Context: an optimization exercise on an open-source flow, tuned for small area. The choices shown serve that exercise and are no tape-out recipe.
The RTL was checked by simulation tests, not by an equivalence proof against the original design.
No driver is modelled on the clock port, so clocking that relies on it looks cheaper here than on a real chip.
No activity file was given, so power comes from the tool's default toggle rates.

==> run a <==
==> flow/design.v (excerpt) <==
module topModule(clk, rst, switch, key_row, key_col, seg_data, seg_position, light_out);
  input clk, rst, switch;
  input [3:0] key_row;
  output [2:0] key_col;
  output [7:0] seg_data;
  output [5:0] seg_position;
  output [7:0] light_out;
  wire scannerRst;
  wire [1:0] kc, kr, dc, dr;
  wire dsw;
  wire rst_out_s, rst_out_t, light, t_zero;
  wire [3:0] st1, st10, ss1, sm1;
  wire [2:0] ss10, sm10;
  wire [3:0] tt1, tt10, ts1, ts10, tm1, tm10;
  wire [2:0] pos;
  wire [3:0] digit;
  wire valid = (dc != 2'd0);
  wire star = valid && dr == 2'd3 && dc == 2'd1;
  wire hash = valid && dr == 2'd3 && dc == 2'd3;
  wire dig = valid && !star && !hash;
  wire [3:0] dval = (dr == 2'd3) ? 4'd0 : {2'b00, dr} * 4'd3 + {2'b00, dc};
  keypad_scan myks(clk, rst, scannerRst, key_col, key_row, kc, kr);
  demux mydemux(clk, rst, switch, kc, kr, dc, dr, dsw);
  stopWatch mysw(clk, rst, switch, star & dsw, hash & dsw, rst_out_s,
                 st1, st10, ss1, ss10, sm1, sm10);
  timer mytimer(clk, rst, switch, star & !dsw, hash & !dsw, dig & !dsw, dval,
                rst_out_t, light, t_zero, tt1, tt10, ts1, ts10, tm1, tm10);
  smallMux mysmallmux(rst_out_s, rst_out_t, switch, clk, rst, scannerRst);
  light_distributor myld(light, clk, rst, light_out);
  mux mymux(switch, pos, {sm10, sm1, ss10, ss1, st10, st1},
            {tm10, tm1, ts10, ts1, tt10, tt1}, t_zero, digit);
  outBuffer mybuffer(clk, rst, digit, pos, seg_data, seg_position);
endmodule
export LEC_CHECK = 0
export CAP_MARGIN = 20
export CORE_MARGIN = 2
export CORE_UTILIZATION = 70
export SLEW_MARGIN = 20
create_clock -name core_clock -period 10.0 [get_ports {clk}]
standard.sh (not shown) runs the stock make flow with config.mk's settings and CLKGATE_MAP_FILE= SYNTH_SCRIPT=/design/flow/synth_recipe.tcl, a recipe that flattens the netlist after the stock synthesis.
==> flow/flow/run.sh <==
#!/bin/bash
# Synthesis: the standard script run with each of several area-oriented ABC
# recipes (flow/abc_*.script) and no adder extraction; the smallest result is
# kept, and its registers are given the instance names the standard synthesis
# gives them. Layout: the standard flow with the smallest buffer on the ports,
# without the buffers timing-driven placement adds where no design rule needs
# them (flow/pre_resize.tcl), and a clock tree of small clusters without
# dummy loads, whose buffers are then downsized as far as the flip-flop
# clock-pin slew allows (flow/downsize_clk.tcl).
set -euo pipefail
W=$PWD
P=results/$FLOW_PLATFORM/topModule/base
R=$W/orfs/$P
# 1. standard synthesis, kept for its register names
bash standard.sh synth > $W/synth_standard.log 2>&1
cp $R/1_2_yosys.v $W/standard_synth.v
rm -f $R/1_2_yosys.v $R/1_synth.odb $R/1_synth.sdc
# 2. area-oriented syntheses, four at a time
MK=$(grep '^make -C' standard.sh | sed 's/ "\${@:-finish}"$//')
variant() {
  local k=$1 d=$W/syn_$1
  rm -rf $d; mkdir -p $d
  cp -r $FLOW_HOME/scripts $d/scripts
  cp $W/flow/abc_$k.script $d/scripts/abc_area.script
  local cmd=$(echo "$MK" | sed "s#WORK_HOME=[^ ]*#WORK_HOME=$d/orfs#")
  SCRIPTS_DIR=$d/scripts ABC_AREA=1 ADDER_MAP_FILE= bash -c "$cmd $d/orfs/$P/1_2_yosys.v" > $W/synth_$k.log 2>&1 || true
}
n=0
for f in $W/flow/abc_*.script; do
  k=$(basename $f .script); k=${k#abc_}
  variant $k &
  n=$((n+1))
  if (( n % 4 == 0 )); then wait; fi
done
wait
best=""; best_area=""
for f in $W/flow/abc_*.script; do
  k=$(basename $f .script); k=${k#abc_}
  s=$W/syn_$k/orfs/reports/$FLOW_PLATFORM/topModule/base/synth_stat.txt
  [[ -f $s && -f $W/syn_$k/orfs/$P/1_2_yosys.v ]] || continue
  a=$(sed -n "s/.*Chip area for module.*: *\([0-9.]*\).*/\1/p" $s | tail -1)
  echo "variant $k area $a" >> $W/synth_variants.log
  if [[ -z "$best" ]] || awk "BEGIN {exit !($a < $best_area)}"; then best=$k; best_area=$a; fi
done
echo "kept variant $best area $best_area" >> $W/synth_variants.log
cp $W/syn_$best/orfs/$P/1_2_yosys.v $R/1_2_yosys.v
python3 $W/flow/rename_regs.py $W/standard_synth.v $R/1_2_yosys.v > $W/rename_regs.log 2>&1
# 3. layout
export BUFFER_PORTS_ARGS="-buffer_cell sky130_fd_sc_hd__buf_1"
export PRE_RESIZE_TCL=$W/flow/pre_resize.tcl
export POST_CTS_TCL=$W/flow/downsize_clk.tcl
export CTS_ARGS="-sink_clustering_enable -repair_clock_nets -dont_use_dummy_load -buf_list {sky130_fd_sc_hd__clkbuf_4 sky130_fd_sc_hd__clkbuf_8} -sink_clustering_size 12"
bash standard.sh > $W/layout.log 2>&1
==> flow/flow/abc_c0.script <==
strash
&get -n
&deepsyn -T 30 -S 0
&dch -f
&nf -R 1000 -p
&put
==> flow/flow/abc_c1.script <==
strash
&get -n
&deepsyn -T 30 -S 1
&dch -f
&nf -R 1000 -p
&put
==> flow/flow/abc_c2.script <==
strash
&get -n
&deepsyn -T 30 -S 2
&dch -f
&nf -R 1000 -p
&put
==> flow/flow/abc_c3.script <==
strash
&get -n
&deepsyn -T 30 -S 3
&dch -f
&nf -R 1000 -p
&put
==> flow/flow/abc_d0.script <==
strash
&get -n
&deepsyn -T 30 -S 0
&dch -f
&nf -R 1000 -p -F 8 -A 4 -a
&put
==> flow/flow/abc_d1.script <==
strash
&get -n
&deepsyn -T 30 -S 1
&dch -f
&nf -R 1000 -p -F 8 -A 4 -a
&put
==> flow/flow/abc_d2.script <==
strash
&get -n
&deepsyn -T 30 -S 2
&dch -f
&nf -R 1000 -p -F 8 -A 4 -a
&put
==> flow/flow/abc_d3.script <==
strash
&get -n
&deepsyn -T 30 -S 3
&dch -f
&nf -R 1000 -p -F 8 -A 4 -a
&put
Other scripts of this flow, unchanged in this note and not shown: flow/flow/downsize_clk.tcl, flow/flow/pre_resize.tcl, flow/flow/rename_regs.py
==> run b: changes against run a <==
==> flow/flow/abc_a0.script (new file) <==
strash
&get -n
&deepsyn -T 30 -S 0
&put
dch -f
&get -n
&nf -R 1000 -p -F 8 -A 4 -a
&put
==> flow/flow/abc_a1.script (new file) <==
strash
&get -n
&deepsyn -T 30 -S 1
&put
dch -f
&get -n
&nf -R 1000 -p -F 8 -A 4 -a
&put
==> flow/flow/abc_a2.script (new file) <==
strash
&get -n
&deepsyn -T 30 -S 2
&put
dch -f
&get -n
&nf -R 1000 -p -F 8 -A 4 -a
&put
==> flow/flow/abc_a3.script (new file) <==
strash
&get -n
&deepsyn -T 30 -S 3
&put
dch -f
&get -n
&nf -R 1000 -p -F 8 -A 4 -a
&put
==> flow/flow/abc_b0.script (new file) <==
strash
&get -n
&deepsyn -T 30 -S 0
&put
dch -f
&get -n
&nf -R 1000 -p
&put
==> flow/flow/abc_b1.script (new file) <==
strash
&get -n
&deepsyn -T 30 -S 1
&put
dch -f
&get -n
&nf -R 1000 -p
&put
==> flow/flow/abc_b2.script (new file) <==
strash
&get -n
&deepsyn -T 30 -S 2
&put
dch -f
&get -n
&nf -R 1000 -p
&put
==> flow/flow/abc_b3.script (new file) <==
strash
&get -n
&deepsyn -T 30 -S 3
&put
dch -f
&get -n
&nf -R 1000 -p
&put
removed: flow/flow/abc_c0.script
removed: flow/flow/abc_c1.script
removed: flow/flow/abc_c2.script
removed: flow/flow/abc_c3.script
removed: flow/flow/abc_d0.script
removed: flow/flow/abc_d1.script
removed: flow/flow/abc_d2.script
removed: flow/flow/abc_d3.script
==> qor summary <==
| item | run b | run a |
|---|---|---|
| Run status | complete, no violations | complete, no violations |
| Switching portion of total power | 26.4% | 27.0% |
| Clock latency of the later-clocked register in the worst-skew pair | 0.42 ns | 0.52 ns |
| Clock transition at path regs | 0.11 ns | 0.10 ns |
| Final core occ | 78.1% | 78.0% |
| Post-synthesis area per instance | 8.44 um2 | 8.46 um2 |
| Met2 demand-to-capacity share in global routing | 50.6% | 48.2% |
| Share of final-layout standard cells stronger than drive strength 1 | 2.47% | 2.49% |
| Total global-route track usage | 29.8% | 30.1% |
| Fmax achieved | 241 MHz | 228 MHz |
| Dpl cells | 546 | 541 |
| PnR Total Power | 571 uW | 573 uW |
| Post-route cell area | 4060 um2 | 4040 um2 |
| Number of buffers and inverters on the critical path | 1 | 0 |
| Per-cell routed wire length | 15.6 um | 15.7 um |
| Multi-input comb cells | 356 | 344 |
| Violation count after the first detailed-routing iteration | 196 | 346 |
| Clock group share of total power | 26.5% | 26.3% |
| Critical path origin | mybuffer.q[1]$_SDFFE_PP1N_ | mytimer.t1[1]$_SDFFE_PP0P_ |
| Fraction of area in multi-input gates | 50.3% | 49.1% |
| Max Clock Skew | 0.0362 ns | 0.0327 ns |
| Routed length on met1 | 3800 um | 3870 um |
| Placed cell area | 3980 um2 | 3940 um2 |
| DR WL met3 | 505 um | 576 um |
| Worst hold-check slack | 0.330 ns | 0.338 ns |
| Total net switching power | 151 uW | 154 uW |

* * *

==> inputs of v15 <==
topModule again, from the RTL that the note above started with.
clock: 10.0 ns
lec_check: 0
cap_margin: 0
core_margin: 2
core_utilization: 70
slew_margin: 0
==> flow/flow/run.sh <==
#!/bin/bash
# Synthesis: the standard script with an area-oriented ABC recipe
# (flow/abc_area.script) and no adder extraction; registers are then given
# the instance names the standard synthesis gives them. Layout: the standard
# flow with the smallest buffer on the ports and a clock tree of small
# clusters without dummy loads, whose buffers are then downsized as far as the
# flip-flop clock-pin slew allows (flow/downsize_clk.tcl).
set -euo pipefail
W=$PWD
R=$W/orfs/results/$FLOW_PLATFORM/topModule/base
# 1. standard synthesis, kept for its register names
bash standard.sh synth > $W/synth_standard.log 2>&1
cp $R/1_2_yosys.v $W/standard_synth.v
rm -f $R/1_2_yosys.v $R/1_synth.odb $R/1_synth.sdc
# 2. area-oriented synthesis
rm -rf $W/scripts_area
cp -r $FLOW_HOME/scripts $W/scripts_area
cp $W/flow/abc_area.script $W/scripts_area/abc_area.script
SCRIPTS_DIR=$W/scripts_area ABC_AREA=1 ADDER_MAP_FILE= bash standard.sh $R/1_2_yosys.v > $W/synth_area.log 2>&1
python3 $W/flow/rename_regs.py $W/standard_synth.v $R/1_2_yosys.v > $W/rename_regs.log 2>&1
# 3. layout
export BUFFER_PORTS_ARGS="-buffer_cell sky130_fd_sc_hd__buf_1"
export POST_CTS_TCL=$W/flow/downsize_clk.tcl
export CTS_ARGS="-sink_clustering_enable -repair_clock_nets -dont_use_dummy_load -buf_list {sky130_fd_sc_hd__clkbuf_4 sky130_fd_sc_hd__clkbuf_8} -sink_clustering_size 12"
bash standard.sh > $W/layout.log 2>&1
==> flow/flow/abc_area.script <==
strash
&get -n
&deepsyn -T 30
&put
dch -f
&get -n
&nf -R 1000 -p -F 8 -A 4 -a
&put
==> flow/flow/downsize_clk.tcl <==
# Downsize each clock-tree buffer to the smallest clkbuf that keeps every
# flip-flop clock pin's slew (placement-estimated) under a limit.
proc my_clk_max_slew {} {
  estimate_parasitics -placement
  set mx 0
  foreach pin [get_pins -hierarchical */CLK] {
    set s [get_property $pin slew_max]
    if {$s > $mx} { set mx $s }
  }
  return $mx
}
set my_slew_limit 0.110
set my_block [ord::get_db_block]
foreach my_inst [$my_block getInsts] {
  set my_name [$my_inst getName]
  if {![string match clkbuf_* $my_name]} continue
  set my_orig [[$my_inst getMaster] getName]
  foreach my_size {2 4 8 16} {
    set my_try sky130_fd_sc_hd__clkbuf_$my_size
    if {$my_try == $my_orig} break
    replace_cell $my_name $my_try
    if {[my_clk_max_slew] <= $my_slew_limit} break
    replace_cell $my_name $my_orig
  }
  puts "clock buffer $my_name: $my_orig -> [[$my_inst getMaster] getName]"
}
puts "clock pin slew after downsizing: [my_clk_max_slew]"
==> flow/flow/rename_regs.py <==
import re, sys

cell_re = re.compile(r'^(\s*)(sky130_fd_sc_hd__\w+)\s+(\\\S+\s|\S+)\s*\(', re.M)

def cells(text):
    # yields (start, end, cell type, instance name, body) for each instance
    out = []
    for m in cell_re.finditer(text):
        end = text.index(');', m.end())
        out.append((m.start(3), m.end(3), m.group(2), m.group(3).strip(), text[m.end():end]))
    return out

def q_net(body):
    m = re.search(r'\.Q\((.*?)\)\s*(,|$)', body, re.S)
    return m.group(1).strip() if m else None

ref = open(sys.argv[1]).read()
net = open(sys.argv[2]).read()
ref_names = {}
for s, e, typ, name, body in cells(ref):
    if '__df' in typ:
        ref_names[q_net(body)] = name
wanted = set(ref_names.values())
new = []
pos = 0
n_reg = 0
for s, e, typ, name, body in cells(net):
    if '__df' in typ:
        q = q_net(body)
        if q not in ref_names:
            sys.exit('register %s (Q %s) has no match in the reference' % (name, q))
        repl = ref_names[q]
        n_reg += 1
    elif name in wanted:
        repl = name.rstrip() + '_c' if not name.startswith('\\') else name + '_c'
    else:
        continue
    new.append(net[pos:s])
    new.append(repl + ' ')
    pos = e
new.append(net[pos:])
if n_reg != len(ref_names):
    sys.exit('register count differs: %d vs %d' % (n_reg, len(ref_names)))
open(sys.argv[2], 'w').write(''.join(new))
print('renamed %d registers' % n_reg)
==> inputs of v23, as changes to v15 <==
--- a/flow/design.v
+++ b/flow/design.v
@@ -125,13 +125,13 @@
 module stopWatch(clk, rst, switch, k_star, k_hash, rst_out, t1, t10, s1, s10, m1, m10);
   input clk, rst, switch;
   input k_star, k_hash;
   output reg rst_out;
   output reg [3:0] t1, t10, s1, m1;
   output reg [2:0] s10, m10;
-  localparam DIS = 2'd0, RST = 2'd3, CNT = 2'd1, STP = 2'd2;
+  localparam DIS = 2'd0, RST = 2'd1, CNT = 2'd2, STP = 2'd3;
   reg [1:0] state, n_state;
   reg [1:0] cyc;
   always @(*) begin
     n_state = state;
     if (switch && state == DIS) n_state = RST;
     else if (!switch) n_state = DIS;
@@ -180,13 +180,13 @@
   input k_star, k_hash, k_dig;
   input [3:0] digit;
   output reg rst_out;
   output reg light_out;
   output zero;
   output reg [3:0] t1, t10, s1, s10, m1, m10;
-  localparam DIS = 3'd0, RST = 3'd1, KEY = 3'd3, RDY = 3'd2, CD = 3'd6, ZRO = 3'd7, DIS2 = 3'd5;
+  localparam DIS = 3'd0, RST = 3'd1, KEY = 3'd2, RDY = 3'd3, CD = 3'd4, ZRO = 3'd5, DIS2 = 3'd6;
   reg [2:0] state, n_state;
   reg [1:0] cyc;
   wire dis = (state == DIS) || (state == DIS2);
   assign zero = (state == ZRO);
   always @(*) begin
     n_state = state;
==> flow/flow/run.sh (replaced) <==
#!/bin/bash
# Standard layout, with the smallest buffer on the ports and a clock tree
# of small clusters without dummy loads.
export BUFFER_PORTS_ARGS="-buffer_cell sky130_fd_sc_hd__buf_1"
export CTS_ARGS="-sink_clustering_enable -repair_clock_nets -dont_use_dummy_load -buf_list {sky130_fd_sc_hd__clkbuf_4 sky130_fd_sc_hd__clkbuf_8} -sink_clustering_size 12"
bash standard.sh > standard.log 2>&1
- CAP_MARGIN: 0 -> 20
- SLEW_MARGIN: 0 -> 20
removed: flow/flow/abc_area.script
removed: flow/flow/downsize_clk.tcl
removed: flow/flow/rename_regs.py
==> inputs of v33, as changes to v15 <==
- CAP_MARGIN: 0 -> 20
- SLEW_MARGIN: 0 -> 20
==> impl_results.md <==
- Non-clk bufs: 33
- Post-Synthesis Cell Area: 4860 um^2
- Nets: 611
- Reg2reg setup slack: 6350 ps
- Clock power share: 0.284
- Seq power: 0.000360 W
- Fraction of area in multi-input gates: 0.566
- Outcome: no timing/DRC/antenna violations
- Design area: 5010 um^2
- Die Y: 87.4 um
(the above is from v23)
==> impl_results.md <==
- Design area: 4090 um^2
- Die Y: 78.1 um
- Post-Synthesis Cell Area: 3840 um^2
- Fraction of area in multi-input gates: 0.496
- Non-clk bufs: 33
- Outcome: no timing/DRC/antenna violations
- Nets: 490
- Reg2reg setup slack: 6090 ps
- Seq power: 0.000361 W
(the above is from v33)
==> impl_results.md <==
- Outcome: no timing/DRC/antenna violations
- Fraction of area in multi-input gates: 0.492
- Post-Synthesis Cell Area: 3850 um^2
- Reg2reg setup slack: 5900 ps
- Design area: 4100 um^2
- Clock power share: 0.267
- Nets: 498
(the above is from v15)

-- afterwards: timing with drivers on the ports --
How much do the figures lean on ideal ports? The routed layouts below were timed once more, with nothing changed but the port constraints. Step 1 assumes that a clkbuf_16 drives the clock port and a buf_2 every other input. Step 2 times the ports against the registers' clock, not the clock port: input delays grow and output delays shrink by t, the midpoint of the rising clock arrivals with the driver on. a / b / c = ideal ports / drivers / drivers and shift; a / b = the first two.
run | t, ns | slack for setup (ns) | latest minus earliest clock arrival (ns) | worst register clock-pin slew, ns | worst data-port slew with drivers (ns)
run a | 0.532 | 5.617 / 5.617 / 5.617 | 0.033 / 0.033 | 0.11 / 0.11 | 0.03
run b | 0.432 | 5.851 / 5.819 / 6.135 | 0.037 / 0.036 | 0.12 / 0.12 | 0.03
v15 | 0.533 | 5.898 / 5.898 / 5.898 | 0.033 / 0.032 | 0.11 / 0.11 | 0.04
v23 | 0.366 | 5.696 / 5.667 / 6.034 | 0.025 / 0.025 | 0.09 / 0.09 | 0.03
v33 | 0.511 | 5.783 / 5.755 / 6.091 | 0.024 / 0.024 | 0.09 / 0.09 | 0.03
After both steps every run listed still meets setup and hold.
